Background: an optimization exercise with open tools, aiming at small area, a short achievable clock period and few clock cycles. Do not read the settings as production practice.
In this exercise RTL edits were held to simulation tests only and were not proved equivalent to the original.

==> inputs of branch tundra <==
## SP
module SP(
input clk,
input rstn,
input in_valid,
input [15:0] in_data,
input [2:0] in_mode,
output reg out_valid,
output reg [15:0] out_data
    );
clock: 115.0 ns
lec_check: 0
abc_area: 1
cap_margin: 20
core_margin: 2
core_utilization: 40
slew_margin: 20
run.sh (not shown) runs the stock make flow with config.mk's settings and CLKGATE_MAP_FILE= SYNTH_SCRIPT=/design/flow/synth_recipe.tcl, a recipe that flattens the netlist after the stock synthesis.
==> branch violet: changes against branch tundra <==
--- a/flow/design.v
+++ b/flow/design.v
@@ -259,84 +259,69 @@
             8'd246: inv_odd = 9'd159;
             8'd247: inv_odd = 9'd109;
             8'd248: inv_odd = 9'd212;
             8'd249: inv_odd = 9'd458;
             8'd250: inv_odd = 9'd318;
             8'd251: inv_odd = 9'd424;
             8'd252: inv_odd = 9'd127;
             8'd253: inv_odd = 9'd254;
+            8'd254: inv_odd = 9'd0;
+            8'd255: inv_odd = 9'd255;
             default: inv_odd = 9'd0;
         endcase
     endfunction
     function [8:0] inv509(input [8:0] a);
         reg [8:0] x, v;
         begin
             x = a[0] ? a : 9'd509 - a;
             v = inv_odd(x[8:1]);
-            inv509 = (!a[0] && a != 9'd0) ? 9'd509 - v : v;
+            inv509 = (a == 9'd510) ? 9'd1 : (!a[0] && a != 9'd0) ? 9'd509 - v : v;
         end
     endfunction
-    function [8:0] red16(input [15:0] x);
+    function [8:0] fold16(input [15:0] x);
         reg [9:0] t;
         begin
-            t = x[8:0] + {x[15:9], 1'b0} + x[15:9];
-            red16 = (t >= 10'd509) ? t - 10'd509 : t[8:0];
+            t = x[8:0] + {x[15:9], 1'b0} + x[15:9];    
+            fold16 = t[8:0] + {t[9], t[9]};            
         end
     endfunction
-    function [8:0] red11(input [10:0] x);
-        reg [9:0] t;
-        begin
-            t = x[8:0] + {x[10:9], 1'b0} + x[10:9];
-            red11 = (t >= 10'd509) ? t - 10'd509 : t[8:0];
-        end
+    function [8:0] canon(input [8:0] x);
+        canon = (x[8:2] == 7'h7f && x[1:0] != 2'd0) ? {7'd0, x[1:0] - 2'd1} : x;
     endfunction
-    function [8:0] red17(input [8:0] x, input [15:0] d);
-        reg [16:0] v;
-        reg [10:0] t;
-        reg [9:0] u;
-        begin
-            v = x + d;
-            t = v[8:0] + {v[16:9], 1'b0} + v[16:9];
-            u = t[8:0] + {t[10:9], 1'b0} + t[10:9];
-            red17 = (u >= 10'd509) ? u - 10'd509 : u[8:0];
-        end
+    function [9:0] fold11(input [10:0] x);
+        fold11 = x[8:0] + {x[10:9], 1'b0} + x[10:9];
     endfunction
     reg [4:0] ph;
     reg m0, m1, m2;
     reg [8:0] P;
     reg [1:0] z;
     reg [15:0] k0, k1, k2, k3, k4, k5;
-    reg [8:0]  s0, s1, s2, s3, s4, s5;
+    reg [9:0]  s0, s1, s2, s3, s4, s5;
     reg [2:0]  r0, r1, r2, r3, r4, r5;
     wire arr     = (ph >= 5'd3) && (ph <= 5'd8);
     wire proc_a  = (ph >= 5'd4) && (ph <= 5'd9);
     wire first   = (ph == 5'd4);
     wire is_t5   = (ph == 5'd9);
     wire proc_c  = m1 && (ph >= 5'd10) && (ph <= 5'd14);
     wire proc    = proc_a || proc_c;
-    wire [8:0] a  = red16(k0);
+    wire [8:0] a  = fold16(k0);    
     wire [8:0] h  = inv509(a);
     wire [8:0] b  = m0 ? h : a;
     wire [8:0] g  = m0 ? a : h;
-    wire       bz = (b == 9'd0);
+    wire       bz = (b == 9'd0) || (b == 9'd509);
     wire       gz = (k0[8:0] == 9'd0);
     wire [8:0] yc = (z == 2'd0) ? k0[8:0] : ((z == 2'd1) && gz) ? 9'd1 : 9'd0;
     wire [8:0] mx = first ? 9'd1 : P;
-    wire [8:0] my = proc_c ? yc : {b[8:1], b[0] | bz};
+    wire [8:0] my = proc_c ? yc : bz ? 9'd1 : b;
     wire [8:0] mp;
     mulmod509 mul(.x(mx), .y(my), .z(mp));
     wire [8:0] c5 = (z == 2'd0) ? P : 9'd0;
-    wire [9:0] ab   = m0 ? (a + h) : {a, 1'b0};
-    wire [8:0] cadd = m1 ? (is_t5 ? c5 : 9'd0) : b;
-    wire [10:0] sa_sum = ab + cadd;
-    wire [10:0] sc_sum = s0 + mp;
-    wire [8:0] s_a  = red11(sa_sum);
-    wire [8:0] s_c  = red11(sc_sum);
-    wire [8:0] ns   = proc_c ? s_c : s_a;
+    wire [10:0] sa_sum = a + b + (m1 ? 9'd0 : b);
+    wire [9:0] ns   = fold11(sa_sum);
     wire [15:0] nk  = proc_c ? {7'd0, mp} :
                       m1 ? {7'd0, (is_t5 ? c5 : g)} :
                       m0 ? {7'd0, h} : k0;
     wire ins = m2 && (m1 ? ((ph >= 5'd9) && (ph <= 5'd14)) : proc_a);
     wire [2:0] n = m1 ? (ph[2:0] - 3'd1) : (ph[2:0] - 3'd4);    
     wire v1 = (n >= 3'd1), v2 = (n >= 3'd2), v3 = (n >= 3'd3), v4 = (n >= 3'd4), v5 = (n >= 3'd5);
     wire l1 = nk < k1, l2 = nk < k2, l3 = nk < k3, l4 = nk < k4, l5 = nk < k5;
     wire i1 = ins & v1 & l1, i2 = ins & v2 & l2, i3 = ins & v3 & l3, i4 = ins & v4 & l4, i5 = ins & v5 & l5;
@@ -347,23 +332,26 @@
     wire win_c = m1 && m2 && (ph >= 5'd14) && (ph <= 5'd19);
     wire win   = win_a || win_b || win_c;
     wire [2:0] idx = ph[2:0] - (win_a ? 3'd1 : win_b ? 3'd2 : 3'd6);   
     wire e0 = !ins && (r0 == idx), e1 = (r1 == idx), e2 = (r2 == idx), e3 = (r3 == idx), e4 = (r4 == idx), e5 = (r5 == idx);
     wire [15:0] ksel = ({16{e0}} & k0) | ({16{e1}} & k1) | ({16{e2}} & k2) |
                        ({16{e3}} & k3) | ({16{e4}} & k4) | ({16{e5}} & k5);
     wire newmin = ins && ((e1 & l1) | (e2 & l2) | (e3 & l3) | (e4 & l4) | (e5 & l5));
     wire [8:0] nres = proc_c ? mp : m1 ? c5 : b;
-    wire [8:0] dred = red16(m2 ? ksel : k5);
+    wire [8:0] dred = fold16(m2 ? ksel : k5);
     wire [8:0] dsrt = newmin ? nres : dred;
-    wire [9:0] dd = (m1 && !m2) ? (proc_c ? {mp, 1'b0} : {1'b0, k0[8:0]}) :
-                    {1'b0, dsrt};
-    wire [8:0] sv  = m1 ? (m2 ? s4 : s0) : s5;
-    wire [10:0] e_sum = sv + dd;
-    wire [8:0] e   = red11(e_sum);
+    wire [8:0] cself = proc_c ? mp : k0[8:0];
+    wire [9:0] dd = (m1 && !m2) ? {cself, 1'b0} : {1'b0, dsrt};
+    wire [9:0] sv = m1 ? (m2 ? s4 : s0) : s5;
+    wire [8:0] xc = (m1 && m2) ? k4[8:0] : 9'd0;
+    wire [10:0] e_base = sv + xc;
+    wire [10:0] e_sum = e_base + dd;
+    wire [9:0] ef = fold11(e_sum);
+    wire [8:0] e = (ef >= 10'd509) ? ef - 10'd509 : ef[8:0];
     wire [4:0] last = !m1 ? 5'd14 : !m2 ? 5'd15 : 5'd19;
     always @(posedge clk) begin
         if (!rstn) begin
             ph <= 5'd0;
             out_valid <= 1'b0;
             out_data <= 16'd0;
         end else begin
             if (ph == 5'd0) ph <= in_valid ? 5'd1 : 5'd0;
@@ -380,17 +368,17 @@
         if (proc_a) begin
             P <= mp;
             z <= (first ? 2'd0 : z) + ((bz && !(z[1] && !first)) ? 2'd1 : 2'd0);
         end
         k0 <= arr ? in_data : k5;
         k1 <= proc ? nk : k0;
         k2 <= k1; k3 <= k2; k4 <= k3; k5 <= k4;
         s0 <= s5;
-        s1 <= proc ? ns : s0;
+        s1 <= proc_a ? ns : s0;
         s2 <= s1; s3 <= s2; s4 <= s3; s5 <= s4;
         r0 <= q5;
         r1 <= proc ? nr : r0;
         r2 <= q1; r3 <= q2; r4 <= q3; r5 <= q4;
     end
 endmodule
 module mulmod509(input [8:0] x, input [8:0] y, output [8:0] z);
     wire w1;
==> flow/flow/run.sh (new file) <==
#!/bin/bash
# The standard layout (standard.sh), with two changes:
#  - synthesis skips the fine-grained "abc -fast" pass inside yosys's synth
#    (SYNTH_ARGS=-noabc); the final ABC mapping still runs, registers are untouched
#  - the input and output ports are buffered with buf_2 cells
# Each step's full output goes to a log file in this folder.
set -euo pipefail
ARGS=(SYNTH_ARGS=-noabc "BUFFER_PORTS_ARGS=-buffer_cell sky130_fd_sc_hd__buf_2")
bash standard.sh "${ARGS[@]}" synth > synth.log 2>&1
bash standard.sh "${ARGS[@]}" finish > layout.log 2>&1
==> flow/standard.sh (new file) <==
#!/bin/bash
# synth_recipe.tcl (not shown) runs the flow's synth.tcl, then flattens the netlist and writes it again
# the make line also repeats each setting of config.mk as NAME=value (left out here)
make -C /OpenROAD-flow-scripts/flow DESIGN_CONFIG=/design/flow/config.mk WORK_HOME=/design/flow/orfs CLKGATE_MAP_FILE= SYNTH_SCRIPT=/design/flow/synth_recipe.tcl "${@:-finish}"
Settings changed: CTS_CLUSTER_DIAMETER set to 150, CTS_CLUSTER_SIZE set to 25.
removed: flow/run.sh
==> branch sierra: changes against branch tundra <==
--- a/flow/design.v
+++ b/flow/design.v
@@ -259,84 +259,69 @@
             8'd246: inv_odd = 9'd159;
             8'd247: inv_odd = 9'd109;
             8'd248: inv_odd = 9'd212;
             8'd249: inv_odd = 9'd458;
             8'd250: inv_odd = 9'd318;
             8'd251: inv_odd = 9'd424;
             8'd252: inv_odd = 9'd127;
             8'd253: inv_odd = 9'd254;
+            8'd254: inv_odd = 9'd0;
+            8'd255: inv_odd = 9'd255;
             default: inv_odd = 9'd0;
         endcase
     endfunction
     function [8:0] inv509(input [8:0] a);
         reg [8:0] x, v;
         begin
             x = a[0] ? a : 9'd509 - a;
             v = inv_odd(x[8:1]);
-            inv509 = (!a[0] && a != 9'd0) ? 9'd509 - v : v;
+            inv509 = (a == 9'd510) ? 9'd1 : (!a[0] && a != 9'd0) ? 9'd509 - v : v;
         end
     endfunction
-    function [8:0] red16(input [15:0] x);
+    function [8:0] fold16(input [15:0] x);
         reg [9:0] t;
         begin
-            t = x[8:0] + {x[15:9], 1'b0} + x[15:9];
-            red16 = (t >= 10'd509) ? t - 10'd509 : t[8:0];
+            t = x[8:0] + {x[15:9], 1'b0} + x[15:9];    
+            fold16 = t[8:0] + {t[9], t[9]};            
         end
     endfunction
-    function [8:0] red11(input [10:0] x);
-        reg [9:0] t;
-        begin
-            t = x[8:0] + {x[10:9], 1'b0} + x[10:9];
-            red11 = (t >= 10'd509) ? t - 10'd509 : t[8:0];
-        end
+    function [8:0] canon(input [8:0] x);
+        canon = (x[8:2] == 7'h7f && x[1:0] != 2'd0) ? {7'd0, x[1:0] - 2'd1} : x;
     endfunction
-    function [8:0] red17(input [8:0] x, input [15:0] d);
-        reg [16:0] v;
-        reg [10:0] t;
-        reg [9:0] u;
-        begin
-            v = x + d;
-            t = v[8:0] + {v[16:9], 1'b0} + v[16:9];
-            u = t[8:0] + {t[10:9], 1'b0} + t[10:9];
-            red17 = (u >= 10'd509) ? u - 10'd509 : u[8:0];
-        end
+    function [9:0] fold11(input [10:0] x);
+        fold11 = x[8:0] + {x[10:9], 1'b0} + x[10:9];
     endfunction
     reg [4:0] ph;
     reg m0, m1, m2;
     reg [8:0] P;
     reg [1:0] z;
     reg [15:0] k0, k1, k2, k3, k4, k5;
-    reg [8:0]  s0, s1, s2, s3, s4, s5;
+    reg [9:0]  s0, s1, s2, s3, s4, s5;
     reg [2:0]  r0, r1, r2, r3, r4, r5;
     wire arr     = (ph >= 5'd3) && (ph <= 5'd8);
     wire proc_a  = (ph >= 5'd4) && (ph <= 5'd9);
     wire first   = (ph == 5'd4);
     wire is_t5   = (ph == 5'd9);
     wire proc_c  = m1 && (ph >= 5'd10) && (ph <= 5'd14);
     wire proc    = proc_a || proc_c;
-    wire [8:0] a  = red16(k0);
+    wire [8:0] a  = fold16(k0);    
     wire [8:0] h  = inv509(a);
     wire [8:0] b  = m0 ? h : a;
     wire [8:0] g  = m0 ? a : h;
-    wire       bz = (b == 9'd0);
+    wire       bz = (b == 9'd0) || (b == 9'd509);
     wire       gz = (k0[8:0] == 9'd0);
     wire [8:0] yc = (z == 2'd0) ? k0[8:0] : ((z == 2'd1) && gz) ? 9'd1 : 9'd0;
     wire [8:0] mx = first ? 9'd1 : P;
-    wire [8:0] my = proc_c ? yc : {b[8:1], b[0] | bz};
+    wire [8:0] my = proc_c ? yc : bz ? 9'd1 : b;
     wire [8:0] mp;
     mulmod509 mul(.x(mx), .y(my), .z(mp));
     wire [8:0] c5 = (z == 2'd0) ? P : 9'd0;
-    wire [9:0] ab   = m0 ? (a + h) : {a, 1'b0};
-    wire [8:0] cadd = m1 ? (is_t5 ? c5 : 9'd0) : b;
-    wire [10:0] sa_sum = ab + cadd;
-    wire [10:0] sc_sum = s0 + mp;
-    wire [8:0] s_a  = red11(sa_sum);
-    wire [8:0] s_c  = red11(sc_sum);
-    wire [8:0] ns   = proc_c ? s_c : s_a;
+    wire [10:0] sa_sum = a + b + (m1 ? 9'd0 : b);
+    wire [9:0] ns   = fold11(sa_sum);
     wire [15:0] nk  = proc_c ? {7'd0, mp} :
                       m1 ? {7'd0, (is_t5 ? c5 : g)} :
                       m0 ? {7'd0, h} : k0;
     wire ins = m2 && (m1 ? ((ph >= 5'd9) && (ph <= 5'd14)) : proc_a);
     wire [2:0] n = m1 ? (ph[2:0] - 3'd1) : (ph[2:0] - 3'd4);    
     wire v1 = (n >= 3'd1), v2 = (n >= 3'd2), v3 = (n >= 3'd3), v4 = (n >= 3'd4), v5 = (n >= 3'd5);
     wire l1 = nk < k1, l2 = nk < k2, l3 = nk < k3, l4 = nk < k4, l5 = nk < k5;
     wire i1 = ins & v1 & l1, i2 = ins & v2 & l2, i3 = ins & v3 & l3, i4 = ins & v4 & l4, i5 = ins & v5 & l5;
@@ -347,23 +332,26 @@
     wire win_c = m1 && m2 && (ph >= 5'd14) && (ph <= 5'd19);
     wire win   = win_a || win_b || win_c;
     wire [2:0] idx = ph[2:0] - (win_a ? 3'd1 : win_b ? 3'd2 : 3'd6);   
     wire e0 = !ins && (r0 == idx), e1 = (r1 == idx), e2 = (r2 == idx), e3 = (r3 == idx), e4 = (r4 == idx), e5 = (r5 == idx);
     wire [15:0] ksel = ({16{e0}} & k0) | ({16{e1}} & k1) | ({16{e2}} & k2) |
                        ({16{e3}} & k3) | ({16{e4}} & k4) | ({16{e5}} & k5);
     wire newmin = ins && ((e1 & l1) | (e2 & l2) | (e3 & l3) | (e4 & l4) | (e5 & l5));
     wire [8:0] nres = proc_c ? mp : m1 ? c5 : b;
-    wire [8:0] dred = red16(m2 ? ksel : k5);
+    wire [8:0] dred = fold16(m2 ? ksel : k5);
     wire [8:0] dsrt = newmin ? nres : dred;
-    wire [9:0] dd = (m1 && !m2) ? (proc_c ? {mp, 1'b0} : {1'b0, k0[8:0]}) :
-                    {1'b0, dsrt};
-    wire [8:0] sv  = m1 ? (m2 ? s4 : s0) : s5;
-    wire [10:0] e_sum = sv + dd;
-    wire [8:0] e   = red11(e_sum);
+    wire [8:0] cself = proc_c ? mp : k0[8:0];
+    wire [9:0] dd = (m1 && !m2) ? {cself, 1'b0} : {1'b0, dsrt};
+    wire [9:0] sv = m1 ? (m2 ? s4 : s0) : s5;
+    wire [8:0] xc = (m1 && m2) ? k4[8:0] : 9'd0;
+    wire [10:0] e_base = sv + xc;
+    wire [10:0] e_sum = e_base + dd;
+    wire [9:0] ef = fold11(e_sum);
+    wire [8:0] e = (ef >= 10'd509) ? ef - 10'd509 : ef[8:0];
     wire [4:0] last = !m1 ? 5'd14 : !m2 ? 5'd15 : 5'd19;
     always @(posedge clk) begin
         if (!rstn) begin
             ph <= 5'd0;
             out_valid <= 1'b0;
             out_data <= 16'd0;
         end else begin
             if (ph == 5'd0) ph <= in_valid ? 5'd1 : 5'd0;
@@ -380,17 +368,17 @@
         if (proc_a) begin
             P <= mp;
             z <= (first ? 2'd0 : z) + ((bz && !(z[1] && !first)) ? 2'd1 : 2'd0);
         end
         k0 <= arr ? in_data : k5;
         k1 <= proc ? nk : k0;
         k2 <= k1; k3 <= k2; k4 <= k3; k5 <= k4;
         s0 <= s5;
-        s1 <= proc ? ns : s0;
+        s1 <= proc_a ? ns : s0;
         s2 <= s1; s3 <= s2; s4 <= s3; s5 <= s4;
         r0 <= q5;
         r1 <= proc ? nr : r0;
         r2 <= q1; r3 <= q2; r4 <= q3; r5 <= q4;
     end
 endmodule
 module mulmod509(input [8:0] x, input [8:0] y, output [8:0] z);
     wire w1;
==> run notes <==
Mean area per synthesized cell: branch sierra 7.27 um^2; branch tundra 6.99 um^2; branch violet 7.10 um^2
Synth Area in XOR/XNOR: branch sierra 3.46%; branch tundra 4.04%; branch violet 3.34%
Outcome: branch sierra timing/DRC/antenna clean; branch tundra timing/DRC/antenna clean; branch violet timing/DRC/antenna clean
Worst path setup slack after routing: branch sierra 90620 ps; branch tundra 90680 ps; branch violet 90050 ps
Cell mode on critical path: branch sierra sky130_fd_sc_hd__nand2_1; branch tundra -; branch violet sky130_fd_sc_hd__nand2_1
Unique cell type count in the Yosys netlist: branch sierra 70; branch tundra 67; branch violet 50
Share of the synthesized area in the top cell type: branch sierra 18.5%; branch tundra 17.3%; branch violet 19.0%
Uppermost signal routing layer after detailed routing: branch sierra met4; branch tundra met5; branch violet met4
Number of sinks on the clock net: branch sierra 203; branch tundra 197; branch violet 203
Number of cell instances on the worst register-to-register path: branch sierra 131; branch tundra 123; branch violet 115
Initial Util: branch sierra 40.7%; branch tundra 40.4%; branch violet 40.5%
Setup crit end: branch sierra out_data[7]$_SDFF_PN0_; branch tundra out_data[5]; branch violet out_data[4]$_SDFF_PN0_
DR vias: branch sierra 19.4k; branch tundra 20.6k; branch violet 19.1k
Register-to-register setup slack: branch sierra 90620 ps; branch tundra 90970 ps; branch violet 90050 ps
Wire length on met3: branch sierra 5.04 mm; branch tundra 5.26 mm; branch violet 5.17 mm
Share of cell area taken by multi-input logic gates: branch sierra 62.9%; branch tundra 64.5%; branch violet 65.9%
Clock Path Buffers: branch sierra 3; branch tundra 2; branch violet 3
Max Clk Rate: branch sierra 0.0410 GHz; branch tundra 0.0411 GHz; branch violet 0.0401 GHz
Sequential share of cell area: branch sierra 19.0%; branch tundra 18.0%; branch violet 20.1%
Number of search-and-repair iterations in the first detailed-routing pass: branch sierra 6; branch tundra 7; branch violet 6
Core region area: branch sierra 50400 um^2; branch tundra 52600 um^2; branch violet 49100 um^2
Fraction of the mapped netlist area in adder cells: branch sierra 25.3%; branch tundra 24.2%; branch violet 25.6%
Data required time of the worst path: branch sierra 115420 ps; branch tundra 92000 ps; branch violet 115360 ps
Testbench counts of branch tundra, summed over its fixed seeds: cycles 21,177.
Testbench counts of branch violet, summed over its fixed seeds: cycles 21,177.
Testbench counts of branch sierra, summed over its fixed seeds: cycles 21,177.

what the ideal ports hide:
The flow's constraints put no driver on any port. The routed layouts listed below were extracted and timed again, unchanged, in two steps.
Step 1: set_driving_cell puts a clkbuf_16 on clk and a buf_2 on each other input, an assumption about the parent block.
Step 2 also shifts input and output timing later by t, the mid clock arrival at the registers, as if the neighbouring blocks saw the same clock.
a / b / c = ideal ports / drivers / drivers and shift; a / b = the first two.
run | t, ns | setup WS [ns] | clock arrival spread, ns | slew at the worst register clock pin (ns) | pins driven straight from the clock port
branch tundra | 0.500 | 90.679 / 90.628 / 90.913 | 0.015 / 0.014 | 0.08 / 0.08 | 1
branch violet | 0.551 | 90.053 / 90.053 / 90.053 | 0.068 / 0.068 | 0.12 / 0.12 | 1
branch sierra | 0.599 | 90.618 / 90.569 / 90.567 | 0.014 / 0.013 | 0.07 / 0.07 | 1
After both steps every run listed still meets setup and hold. The setup slack of branch sierra, which loses most, moves by -0.049 ns with the drivers and by -0.051 ns with both steps.
